Background: an optimization exercise with open tools, aiming at small area, a short achievable clock period and few clock cycles. Do not read the settings as production practice.
RTL that was checked went through simulation tests only; none was proved equivalent to the original.
No functional check of the RTL was part of run 2.

File: constraint.sdc
create_clock -name core_clock -period 10.0 [get_ports {clk}]
set_input_delay 2.0000 -clock core_clock [delete_from_list [all_inputs] [get_ports {clk}]]
set_output_delay 2.0000 -clock core_clock [all_outputs]
set_load 0.01 [all_outputs]
File: config.mk
export PLATFORM = sky130hd
export DESIGN_NAME = matrix_conv
export DESIGN_NICKNAME = matrix_conv
export VERILOG_FILES = /design/flow/design.v
export SDC_FILE = /design/flow/constraint.sdc
export NUM_CORES = 4
export LEC_CHECK = 0
export CAP_MARGIN = 20
export CORE_MARGIN = 2
export CORE_UTILIZATION = 40
export SLEW_MARGIN = 20
File: design.v
module floatMult 
(
	input wire [15:0] floatA,
	input wire [15:0] floatB,
	output reg [15:0] product
);
reg sign; 
reg signed [5:0] exponent;
reg [9:0] mantissa;
reg [10:0] fractionA, fractionB;	 
reg [21:0] fraction; 
always @ (floatA or floatB) 
begin
	sign = 1'b0;
	exponent = 6'd0;
	mantissa = 10'd0;
	fractionA = 11'd0;
	fractionB = 11'd0;
	fraction = 22'd0;
	if (floatA == 0 || floatB == 0) 
		product = 0;
	else 
	begin
		sign = floatA[15] ^ floatB[15]; 
		exponent = floatA[14:10] + floatB[14:10] - 5'd15 + 5'd2; 
		fractionA = {1'b1,floatA[9:0]}; 
		fractionB = {1'b1,floatB[9:0]};
		fraction = fractionA * fractionB;
		if (fraction[21] == 1'b1) 
		begin
			fraction = fraction << 1;
			exponent = exponent - 1; 
		end 
		else if (fraction[20] == 1'b1) 
		begin
			fraction = fraction << 2;
			exponent = exponent - 2;
		end 
		else if (fraction[19] == 1'b1) 
		begin
			fraction = fraction << 3;
			exponent = exponent - 3;
		end 
		else if (fraction[18] == 1'b1) 
		begin
			fraction = fraction << 4;
			exponent = exponent - 4;
		end 
		else if (fraction[17] == 1'b1) 
		begin
			fraction = fraction << 5;
			exponent = exponent - 5;
		end 
		else if (fraction[16] == 1'b1) 
		begin
			fraction = fraction << 6;
			exponent = exponent - 6;
		end 
		else if (fraction[15] == 1'b1) 
		begin
			fraction = fraction << 7;
			exponent = exponent - 7;
		end 
		else if (fraction[14] == 1'b1) 
		begin
			fraction = fraction << 8;
			exponent = exponent - 8;
		end 
		else if (fraction[13] == 1'b1) 
		begin
			fraction = fraction << 9;
			exponent = exponent - 9;
		end 
		else if (fraction[12] == 1'b0) 
		begin
			fraction = fraction << 10;
			exponent = exponent - 10;
		end 
		mantissa = fraction[21:12];
		if(exponent[5]==1'b1) begin 
			product=16'b0000000000000000;
		end
		else begin
			product = {sign,exponent[4:0],mantissa};
		end
	end
end
endmodule
module floatAdd (
	input wire [15:0] floatA,
	input wire [15:0] floatB,
	output reg [15:0] sum
);
reg sign;
reg signed [5:0] exponent;  
reg [9:0] mantissa;
reg [4:0] exponentA, exponentB;
reg [10:0] fractionA, fractionB, fraction;	 
reg [7:0] shiftAmount;
reg cout;
always @ (floatA or floatB) begin
	sign = 1'b0;
	mantissa = 10'd0;
	fraction = 11'd0;
	cout = 1'b0;
	shiftAmount = 8'd0;
	exponentA = floatA[14:10];
	exponentB = floatB[14:10];
	fractionA = {1'b1,floatA[9:0]};
	fractionB = {1'b1,floatB[9:0]};
	exponent = exponentA;
	if (floatA == 0) begin						 
		sum = floatB;
	end else if (floatB == 0) begin					 
		sum = floatA;
	end else if (floatA[14:0] == floatB[14:0] && floatA[15]^floatB[15]==1'b1) begin
		sum=0;
	end else begin
		if (exponentB > exponentA) begin
			shiftAmount = exponentB - exponentA;
			fractionA = fractionA >> (shiftAmount);
			exponent = exponentB;
		end else if (exponentA > exponentB) begin 
			shiftAmount = exponentA - exponentB;
			fractionB = fractionB >> (shiftAmount);
			exponent = exponentA;
		end
		if (floatA[15] == floatB[15]) begin			 
			{cout,fraction} = fractionA + fractionB;
			if (cout == 1'b1) begin
				{cout,fraction} = {cout,fraction} >> 1;
				exponent = exponent + 1;
			end
			sign = floatA[15];
		end else begin						 
			if (floatA[15] == 1'b1) begin
				{cout,fraction} = fractionB - fractionA;
			end else begin
				{cout,fraction} = fractionA - fractionB;
			end
			sign = cout;
			if (cout == 1'b1) begin
				fraction = -fraction;
			end else begin
			end
			if (fraction [10] == 0) begin
				if (fraction[9] == 1'b1) begin
					fraction = fraction << 1;
					exponent = exponent - 1;
				end else if (fraction[8] == 1'b1) begin
					fraction = fraction << 2;
					exponent = exponent - 2;
				end else if (fraction[7] == 1'b1) begin
					fraction = fraction << 3;
					exponent = exponent - 3;
				end else if (fraction[6] == 1'b1) begin
					fraction = fraction << 4;
					exponent = exponent - 4;
				end else if (fraction[5] == 1'b1) begin
					fraction = fraction << 5;
					exponent = exponent - 5;
				end else if (fraction[4] == 1'b1) begin
					fraction = fraction << 6;
					exponent = exponent - 6;
				end else if (fraction[3] == 1'b1) begin
					fraction = fraction << 7;
					exponent = exponent - 7;
				end else if (fraction[2] == 1'b1) begin
					fraction = fraction << 8;
					exponent = exponent - 8;
				end else if (fraction[1] == 1'b1) begin
					fraction = fraction << 9;
					exponent = exponent - 9;
				end else if (fraction[0] == 1'b1) begin
					fraction = fraction << 10;
					exponent = exponent - 10;
				end 
			end
		end
		mantissa = fraction[9:0];
		if(exponent[5]==1'b1) begin
			sum = 16'b0000000000000000;
		end
		else begin
			sum = {sign,exponent[4:0],mantissa};
		end		
	end		
end
endmodule
module matrix_conv(
    input clk,
    input reset,
    input start,
    output reg done,
    input wire [13:0] src1_start_address,
    input wire [13:0] src2_start_address,
    output reg [13:0] src1_address,
    input wire [15:0] src1_readdata,
    output wire [15:0] src1_writedata,
    output wire src1_write_en,
    output reg [13:0] src2_address,
    input wire [15:0] src2_readdata,
    output wire [15:0] src2_writedata,
    output wire src2_write_en,
    input wire [9:0] src1_row_size,  
    input wire [9:0] src1_col_size,
    input wire [5:0] src2_row_size,  
    input wire [5:0] src2_col_size,
    input wire [13:0] dest_start_address,
    output reg [13:0] dest_address,
    input wire [15:0] dest_readdata,
    output wire [15:0] dest_writedata,
    output reg dest_write_en
);
    localparam IDLE = 3'd0,
               READ_KERNEL = 3'd1,
               CALC = 3'd2,
               SLIDE = 3'd3,
               WRITE = 3'd4,
               DONE = 3'd5;
    reg [9:0] i,j,m,n;
    reg [3:0] i_k, j_k;
    reg [15:0] kernel [3:0][3:0];
    reg [13:0] kernel_address;
    reg [2:0] state, next_state;
    reg [15:0] sum;
    wire [15:0] product;
    wire [15:0] sum_plus_product;
    assign src1_write_en = 0;
    assign src2_write_en = 0;
    assign src1_writedata = 0;
    assign src2_writedata = 0;
    assign dest_writedata = sum;
    always @(posedge clk, posedge reset) begin
        if (reset) begin
            state <= IDLE;
        end else begin
            state <= next_state;
        end
    end
    always @(*) begin
        case(state)
            IDLE: begin
                done = 1;
                if (start) begin
                    next_state = READ_KERNEL;
                end
                else begin
                    next_state = IDLE;
                end
            end
            READ_KERNEL: begin
                done = 0;
                if ( (i_k == src2_col_size-1) && (j_k == src2_row_size-1) ) begin
                    next_state = CALC;
                end
                else begin
                    next_state = READ_KERNEL;
                end
            end
            CALC: begin
                done = 0;
                if  (( j == src2_row_size-1) && ( i == src2_col_size-1)) begin
                    next_state = WRITE;
                end
                else begin
                    next_state = CALC;
                end
            end
            SLIDE: begin
                done = 0;
                next_state = CALC;
            end
            WRITE: begin
                done = 0;
                if  ((m == (src1_col_size - src2_col_size - 1 + (src2_col_size >> 1))) && (n == (src1_row_size - src2_row_size - 1 + (src2_row_size >> 1)))) begin
                    next_state = DONE;
                end
                else begin
                    next_state = SLIDE;
                end
            end
            DONE: begin
                next_state = IDLE;
                done = 1;
            end
            default: begin
                next_state = IDLE;
                done = 1;
            end
        endcase
    end
    always @(posedge clk) begin
        case(state)
            IDLE: begin
                dest_write_en <= 0;
                i <= 0;
                j <= 0;
                m <= 0;
                n <= 0;
                i_k <= 0;
                j_k <= 0;
                sum <= 0;
                src1_address <= src1_start_address;
                src2_address <= src2_start_address;
                dest_address <= dest_start_address;
                kernel_address <= src1_start_address;
            end
            READ_KERNEL: begin
                src2_address <= src2_address+1;
                kernel[i_k][j_k] <= src2_readdata;
                if(j_k == src2_row_size - 1) begin
                    j_k <= 0;
                    i_k <= i_k + 1;
                end
                else begin
                    j_k <= j_k + 1;
                end
            end
            CALC: begin
               sum <= sum + src1_readdata * kernel[i][j];  
                if(j == src2_row_size - 1 ) begin
                    j<=0;
                    if(i == src2_row_size - 1) begin
                        dest_write_en<=1;
                        i<=0;
                    end
                    else begin
                        dest_write_en<=0;
                        src1_address <= src1_address + src1_row_size - j; 
                        i<=i+1;
                    end
                end
                else begin
                    src1_address <= src1_address + 1;
                    j<=j+1;
                end
            end
            SLIDE: begin  
                if(n == (src1_row_size - src2_row_size - 1 + (src2_row_size >> 1))) begin
                    n <= 0;
                    m <= m+1;
                    kernel_address <= kernel_address + src1_row_size - n;
                    src1_address <= kernel_address + src1_row_size - n;
                end
                else begin
                    n <= n+1;
                    kernel_address <= kernel_address + 1;
                    src1_address <= kernel_address + 1;
                end
            end
            WRITE: begin
                dest_write_en <= 0;
                dest_address <= dest_address + 1;
                sum <= 0;
            end
            DONE: begin
                i <= 0;
                j <= 0;
                i <= 0;
                j <= 0;
                m <= 0;
                n <= 0;
                dest_address <= dest_start_address;
                src1_address <= src1_start_address;
                src2_address <= src2_start_address;
                dest_write_en <= 0;
            end
        endcase
    end
    floatMult mul(
        .floatA(src1_readdata),
        .floatB(kernel[i][j]),
        .product(product)
    );
	floatAdd floatadd (
        .floatA(sum),
        .floatB(product),
        .sum(sum_plus_product)
	);
endmodule
File: run.sh
#!/bin/bash
# synth_recipe.tcl (not shown) runs the flow's synth.tcl, then flattens the netlist and writes it again
# the make line also repeats each setting of config.mk as NAME=value (left out here)
make -C /OpenROAD-flow-scripts/flow DESIGN_CONFIG=/design/flow/config.mk WORK_HOME=/design/flow/orfs CLKGATE_MAP_FILE= SYNTH_SCRIPT=/design/flow/synth_recipe.tcl finish
==> flow_summary.toml, run 1 <==
[clock_network]
cts_hold_buf = 0
cts_setup_buffers = 0
cts_resized = 0
numClockSinks = 380
path_clk_slew_ps = 60
cts_tree = "done"
clk_path_buf_depth = 3
clock_latency_ps = 590
numCtsBuffers = 44
cts_htree_levels = 2
root_buffer = "clkbuf_16"

[layout]
diodes = 0
drive_gt1_frac = 0.0826
synthToLayoutAreaGrowth_pct = 16.3
fin_nets = 2699

[worst_setup_path]
path_cells = "ha_2, buf_4, mux4_2, mux4_2, and2_1, fa_1, fa_1, ha_1, fa_1, inv_1, fa_1, fa_1, inv_1, ha_1, inv_1, o21ai_0, a21oi_1, o21ai_0, a2111oi_0, o21ai_0, nor3b_1"
cp_data_arrival_time_ps = 8210
start_kind = "register"
cp_common_cell = "fa_1"
cp_max_fo = 25
crit_path_end_kind = "register"
timing.rr.end = "sum[14]$_SDFFCE_PP0P_"
worstReg2RegStart = "j[2]$_SDFFCE_PP0P_"
critical_path_class = "register to register"
rr_worst_depth = 21
max_stage_delay_ps = 850
cp_slowest_cell = "ha_2"
reg2reg_slack_ps = 2120
critPathRequiredTime_ps = 10330

[global_routing]
antenna_found_initial = 3
grt_pass1_vias = 16615
grt_pass1_wl_um = 92600
gr-total-overflow = 0
grt_usage = 0.186
grt_max_degree = 74

[drt]
firstDrtPassIters = 5
drt-initial-drc-count = 946
avgRoutedWirePerCell_um = 18.8
met1Wirelength_um = 25900
routed-wl-met2_um = 29600
ant_nets = 0
wl_um = 60000
top_layer = "met5"
wl_met3_um = 2930
drc = 0
viasPerCell = 5.07
vias = 16139

[synth]
synth_top_area_share = 0.449
yosys_warnings = 3
synth.most_common_cell = "edfxtp_1"
ys_types = 63
async_reset_ff_frac = 0.00789
synth_edf_count = 377
netlist_area_um2 = 25200
synth-seq-cells = 380
synth.avg_cell_area_um2 = 11.8
synth_area_leaders = "edfxtp_1 (45%), fa_1 (9.4%), ha_1 (7.1%)"
synth_flop_cell = "edfxtp_1"
ys_seq_area_frac = 0.452
syn_inst = 2128
synth_area_leader_cell = "edfxtp_1"
synth_common_cells = "edfxtp_1 (377), inv_1 (320), nand2_1 (161), nor2_1 (146), ha_1 (143)"

[floorplanning]
ioPinCount = 219
core_um2 = 61900
fp.dieArea_um2 = 65000
rows = 91
fp.dieW_um = 255
initial_utilization = 0.407
die_h_um = 255

[sta]
fmax_mhz = 127
setup_viol = 0
slew_viol_final = 0
hold_viol = 0
slew_headroom = 0.345
fin_crit_sh = 0.788
rsz0062_at_grt = "false"
skew_ps = 39.9
period_needed_ps = 7880
worst_hold_slack_ps = 635
worst_slew_pin_slew_ps = 980
fin_tns_setup_ps = 0

[run]
max_cap_viol_count = 0

[hold_path]
holdPathStages = 2
holdCritStartpoint = "i[9]$_SDFFCE_PP0P_"
hold_path_class = "register to register"
hold_end = "i[9]$_SDFFCE_PP0P_"

[outcome]
status = "finished clean"

[place]
dp_hpwl_um = 42800
numPortBuffers = 168
place_congestion = 0.877
placed cells by master (no fill, tap or decap), types with 37 or more instances in the layout:
master / netlist / final
edfxtp_1: 377 / 377
inv_1: 320 / 320
clkdlybuf4s50_1: 0 / 168
nand2_1: 161 / 161
ha_1: 143 / 142
nor2_1: 146 / 141
xnor2_1: 137 / 137
fa_1: 118 / 118
xor2_1: 77 / 77
o21ai_0: 62 / 62
mux4_2: 61 / 61
and2_1: 55 / 55
a21oi_1: 54 / 53
nand3_1: 51 / 51
clkbuf_16: 0 / 44
a21o_1: 37 / 37
sequential cells by signal, indices dropped and copies added, names as in the netlist, 3 cells and up:
signal          cells
i                  10
kernel            256
kernel_address     14
src1_address       14
i_k                 4
j                  10
j_k                 4
state               3
src2_address       14
sum                16
n                  10
dest_address       14
m                  10
per-layer routing:
metal	up-vias	global-route usage
li1	7632	-
met4	6	0.0546
met3	98	0.0334
met5	-	0
met1	8054	0.237
met2	349	0.323
worst max path at each step:
stage / from / to / slack [ps] / depth (start not counted)
after floorplan: j[2]$_SDFFCE_PP0P_ / sum[14]$_SDFFCE_PP0P_ / 2740 / 24
after global placement: src1_readdata[1] / sum[14]$_SDFFCE_PP0P_ / 1870 / 20
after detailed placement: src1_readdata[1] / sum[14]$_SDFFCE_PP0P_ / 1840 / 20
after CTS: j[2]$_SDFFCE_PP0P_ / sum[14]$_SDFFCE_PP0P_ / 2090 / 21
after global routing: j[2]$_SDFFCE_PP0P_ / sum[14]$_SDFFCE_PP0P_ / 1850 / 23
final: j[2]$_SDFFCE_PP0P_ / sum[14]$_SDFFCE_PP0P_ / 2120 / 21
cell families (layout without fill, tap and decap cells):
family,after synthesis,count (layout),synth area share
AOI/OAI and AO/OA,225,225,0.0574
muxes,93,93,0.0778
DFF,380,380,0.452
xor gates and xnor gates,218,218,0.0777
adders and majority gates,261,261,0.165
buffers and inverters,417,604,0.0706
other,1,34,0.000149
and+or+nand+nor,533,533,0.0990
worst max-delay path: cells and delay by family, from the launching register on:
| family | cells | cell delay [ps] |
|---|---|---|
| AOI/OAI and AO/OA | 5 | 1260 |
| adders and majority gates | 8 | 3880 |
| buffers and inverters | 4 | 520 |
| DFF | 1 | 560 |
| muxes | 2 | 980 |
| and+or+nand+nor | 2 | 400 |
stage by stage:
stage           util  worst slack, ps  cell area (µm²)  instances
5_1_grt        0.473             1850            29300       3185
6_report       0.473             2120            29300       3185
3_5_place_dp   0.449             1840            27800       3104
4_1_cts        0.473             2090            29300       3185
2_1_floorplan      -             2740            25300       2161
3_3_place_gp   0.449             1870            27800       3104
final cells by class:
class / count / area [µm²]
fillers: 5554 / 32700
multi-input cells: 1364 / 12200
flip-flops and latches: 380 / 11400
repair buffers: 203 / 1960
inverters: 320 / 1200
clock buffers: 49 / 1120
well taps: 837 / 1050
clock inverters: 32 / 350
Testbench counts, summed over its fixed seeds: cycles 304,870.
==> run 2, diff against run 1 <==
==> design.v (replaced) <==
module matrix_conv(
    input clk,
    input reset,
    input start,
    output reg done,
    input wire [13:0] src1_start_address,
    input wire [13:0] src2_start_address,
    output reg [13:0] src1_address,
    input wire [15:0] src1_readdata,
    output wire [15:0] src1_writedata,
    output wire src1_write_en,
    output reg [13:0] src2_address,
    input wire [15:0] src2_readdata,
    output wire [15:0] src2_writedata,
    output wire src2_write_en,
    input wire [9:0] src1_row_size,  
    input wire [9:0] src1_col_size,
    input wire [5:0] src2_row_size,  
    input wire [5:0] src2_col_size,
    input wire [13:0] dest_start_address,
    output reg [13:0] dest_address,
    input wire [15:0] dest_readdata,
    output wire [15:0] dest_writedata,
    output reg dest_write_en
);
    assign src1_write_en = 1'b0;
    assign src2_write_en = 1'b0;
    assign src1_writedata = 16'd0;
    assign src2_writedata = 16'd0;
    reg        run;             
    reg [1:0]  i, j;            
    reg [9:0]  m, n;            
    reg [13:0] win;             
    reg [13:0] rowp;            
    wire [1:0] km1 = src2_row_size[1:0] - 2'd1;     
    wire       j_end = (j == km1);
    wire       i_end = (i == km1);
    wire [9:0] oc_m1 = src1_row_size - {4'd0, src2_row_size} + {5'd0, src2_row_size[5:1]} - 10'd1;
    wire [9:0] or_m1 = src1_col_size - {4'd0, src2_col_size} + {5'd0, src2_col_size[5:1]} - 10'd1;
    wire       n_end = (n == oc_m1);
    wire       m_end = (m == or_m1);
    wire [2:0] row_step = {1'b0, src2_row_size[2:1]} + {2'b0, src2_row_size[0]} + 3'd1;
    wire [13:0] rowp_next = rowp + {4'd0, src1_row_size};
    wire [13:0] win_next  = win + (n_end ? {11'd0, row_step} : 14'd1);
    reg v_b, first_b, last_b, final_b;
    reg fin_c;
    reg [15:0] ra, rb;
    reg [15:0] acc;
    assign dest_writedata = acc;
    always @(posedge clk or posedge reset) begin
        if (reset) begin
            run <= 1'b0;
            done <= 1'b1;
            v_b <= 1'b0;
            last_b <= 1'b0;
            final_b <= 1'b0;
            fin_c <= 1'b0;
            dest_write_en <= 1'b0;
        end else begin
            if (done) begin
                if (start) begin
                    run <= 1'b1;
                    done <= 1'b0;
                end
            end else begin
                if (run && j_end && i_end && n_end && m_end)
                    run <= 1'b0;
                if (fin_c)
                    done <= 1'b1;
            end
            v_b <= run;
            last_b <= run && j_end && i_end;
            final_b <= run && j_end && i_end && n_end && m_end;
            fin_c <= final_b;
            dest_write_en <= last_b;
        end
    end
    always @(posedge clk) begin
        if (!run) begin
            i <= 2'd0;
            j <= 2'd0;
            m <= 10'd0;
            n <= 10'd0;
            if (done) begin
                src1_address <= src1_start_address;
                src2_address <= src2_start_address;
                win <= src1_start_address;
                rowp <= src1_start_address;
                dest_address <= dest_start_address;
            end
        end else begin
            if (!j_end) begin
                j <= j + 2'd1;
                src1_address <= src1_address + 14'd1;
                src2_address <= src2_address + 14'd1;
            end else begin
                j <= 2'd0;
                if (!i_end) begin
                    i <= i + 2'd1;
                    rowp <= rowp_next;
                    src1_address <= rowp_next;
                    src2_address <= src2_address + 14'd1;
                end else begin
                    i <= 2'd0;
                    src2_address <= src2_start_address;
                    win <= win_next;
                    rowp <= win_next;
                    src1_address <= win_next;
                    if (n_end) begin
                        n <= 10'd0;
                        m <= m + 10'd1;
                    end else begin
                        n <= n + 10'd1;
                    end
                end
            end
        end
        if (dest_write_en)
            dest_address <= dest_address + 14'd1;
        ra <= src1_readdata;
        rb <= src2_readdata;
        first_b <= (i == 2'd0) && (j == 2'd0);
        if (v_b)
            acc <= (first_b ? 16'd0 : acc) + ra * rb;
    end
endmodule
==> run 2 against run 1 <==
  * Still clean
  * Sequential share of layout area down 14 points
  * Final cell count shrank 36%
  * Register-to-register slack improved by 2100 ps
  * Synthesized cell count is 33% lower
  * Global-route usage is 0.31 points higher
  * Maximum frequency up 4.0%
  * First-iteration DRC count fell by 50%
  * Hold slack worse by 290 ps
  * Clock skew is 26 ps lower
  * Via count fell by 38%
  * Largest cell class unchanged
  * Highest routed layer unchanged
==> flow_summary.toml, run 2 <==
[layout]
final_cell_mix = "inv_1 (212), clkdlybuf4s50_1 (168), nand2_1 (158), fa_1 (108), ha_1 (92)"
drive_gt1_frac = 0.0314
synthToLayoutAreaGrowth_pct = 19.3
reg_top3 = "acc: 16 flops, ra: 16 flops, rb: 16 flops"
mostFrequentLayoutCell = "inv_1"
fin_nets = 1902
fin_cells = 2033

[hold_path]
hold_path_class = "register to register"

[synth]
synth_top_area_share = 0.197
synth_area_leaders = "edfxtp_1 (20%), fa_1 (16%), ha_1 (8.8%)"
synth.most_common_cell = "inv_1"
synth-seq-cells = 150
synth_edf_count = 86
synth_common_cells = "inv_1 (212), nand2_1 (158), fa_1 (108), ha_1 (92), edfxtp_1 (86)"
syn_inst = 1428
netlist_area_um2 = 13100
ys_types = 62
synth_flop_cell = "edfxtp_1"
async_reset_ff_frac = 0.0467
ys_seq_area_frac = 0.297
yosys_warnings = 1
synth_area_leader_cell = "edfxtp_1"
synth.avg_cell_area_um2 = 9.20

[floorplanning]
die_h_um = 185
core_um2 = 32500
initial_utilization = 0.405
rows = 66
fp.dieW_um = 185
fp.dieArea_um2 = 34300
ioPinCount = 219

[clock_network]
cts_hold_buf = 0
numCtsBuffers = 17
cts_setup_buffers = 0
cts_resized = 0
cts_htree_levels = 4
clk_path_buf_depth = 2
clock_latency_ps = 440
path_clk_slew_ps = 70
numClockSinks = 150
root_buffer = "clkbuf_16"
cts_tree = "done"

[drt]
wl_met3_um = 1420
avgRoutedWirePerCell_um = 15.7
wl_um = 31900
viasPerCell = 4.92
top_layer = "met5"
firstDrtPassIters = 5
vias = 10009
ant_nets = 0
drt-initial-drc-count = 475
routed-wl-met2_um = 15400
drc = 0
met1Wirelength_um = 14400

[place]
dp_hpwl_um = 24800
placedCellCount = 2000
numPortBuffers = 168
place_congestion = 0.858

[sta]
worst_slew_pin_slew_ps = 871
skew_ps = 14.4
slew_viol_final = 0
slew_headroom = 0.419
fmax_mhz = 132
rsz0062_at_grt = "false"
fin_tns_setup_ps = 0
setup_viol = 0
fin_crit_sh = 0.758
hold_viol = 0
period_needed_ps = 7580

[worst_setup_path]
crit_buf_inv = 4
crit_family = "compound AO/OA/AOI/OAI gates"
start_kind = "primary input"
crit_path_end_kind = "register"
cp_max_fo = 7
cp_data_arrival_time_ps = 7750
max_stage_delay_ps = 790
path_cells = "clkdlybuf4s50_1, inv_1, fa_1, inv_1, ha_1, inv_1, fa_1, nor2b_4, o2111a_2, nor3_2, or3_4, a2111oi_2, nand2_1, ha_1, fa_1, a21oi_1, nor2_1, nand2_1, xor2_1, o21ai_0, a211oi_1, o221ai_1"
critPathRequiredTime_ps = 10170
reg2reg_slack_ps = 4220
critical_path_class = "primary input to register"
cp_slowest_cell = "a2111oi_2"

[global_routing]
grt_max_degree = 46
grt_pass1_wl_um = 50400
gr-total-overflow = 0
grt_usage = 0.189
grt_pass1_vias = 9770
antenna_found_initial = 2

[run]
max_cap_viol_count = 0

[outcome]
status = "finished clean"
## run 2: routing by layer
layer / vias to the layer above / track usage
li1: 4908 / -
met1: 4820 / 0.248
met2: 242 / 0.313
met3: 37 / 0.0385
met4: 2 / 0.0562
met5: - / 0
## run 2: final cells by class
class                   instances  area [µm²]
diodes                          1        2.50
clock buffers                  23         479
clock inverters                 9        68.8
fillers                      3069       16800
inverters                     212         796
multi-input cells            1021        8140
flip-flops and latches        150        3900
well taps                     442         553
repair buffers                175        1730
## run 2: path summary, 6_finish.rpt
| path | startpoint | end | depth (start not counted) |
|---|---|---|---|
| setup / recovery | src1_row_size[1] | src1_address[10]$_DFFE_PP_ | 22 |
| hold / removal | last_b$_DFF_PP0_ | dest_write_en$_DFF_PP0_ | 0 |
| setup reg to reg | ra[1]$_DFF_P_ | acc[15]$_DFFE_PP_ | 18 |
| hold reg to reg | last_b$_DFF_PP0_ | dest_write_en$_DFF_PP0_ | 0 |
| max in group asynchronous | reset | done$_DFF_PP1_ | 2 |
| min in group asynchronous | reset | v_b$_DFF_PP0_ | 2 |
## run 2: cell families (layout without fill, tap and decap cells)
kind of cell | Yosys count | count (layout) | share of synthesized area
buffers and inverters | 290 | 419 | 0.0931
other | 1 | 35 | 0.000285
muxes | 11 | 11 | 0.00886
DFF | 150 | 150 | 0.297
xor gates and xnor gates | 136 | 136 | 0.0907
adders and majority gates | 200 | 200 | 0.252
and+or+nand+nor | 448 | 448 | 0.167
AOI/OAI and AO/OA | 192 | 192 | 0.0911
## run 2: through the flow
step | hold slack [ps] | area [µm²] | setup WS, ps | util
floorplan | 331 | 13300 | 3520 | -
finish | 350 | 15700 | 2420 | 0.483
detailed placement | 337 | 15100 | 1960 | 0.466
CTS | 352 | 15700 | 2410 | 0.483
global route | 354 | 15700 | 2070 | 0.483
global placement | 332 | 15100 | 2060 | 0.466

==> re-timing with driven ports <==
The flow's constraints put no driver on any port. The routed layouts listed below were extracted and timed again, unchanged, in two steps.
Step 1, drivers: a clkbuf_16 drives clk and a buf_2 each remaining input, both assumed.
Step 2 adds t to the input delays and takes it off the output delays; t is the mean of the earliest and latest rising clock arrival at the registers after step 1. Input paths then give back, and output paths get back, about the clock's delay inside the block.
Three values: ideal, step 1, step 2; two values: the first two.
| run | t, ns | slack for setup (ns) | hold WS [ns] |
|---|---|---|---|
| run 1 | 0.635 | 2.121 / 2.121 / 1.878 | 0.635 / 0.635 / 0.635 |
| run 2 | 0.484 | 2.425 / 2.449 / 1.965 | 0.350 / 0.350 / 0.350 |
After both steps setup and hold are still met in every run listed. The setup slack of run 2, which loses most, moves by +0.024 ns with the drivers and by -0.460 ns with both steps.
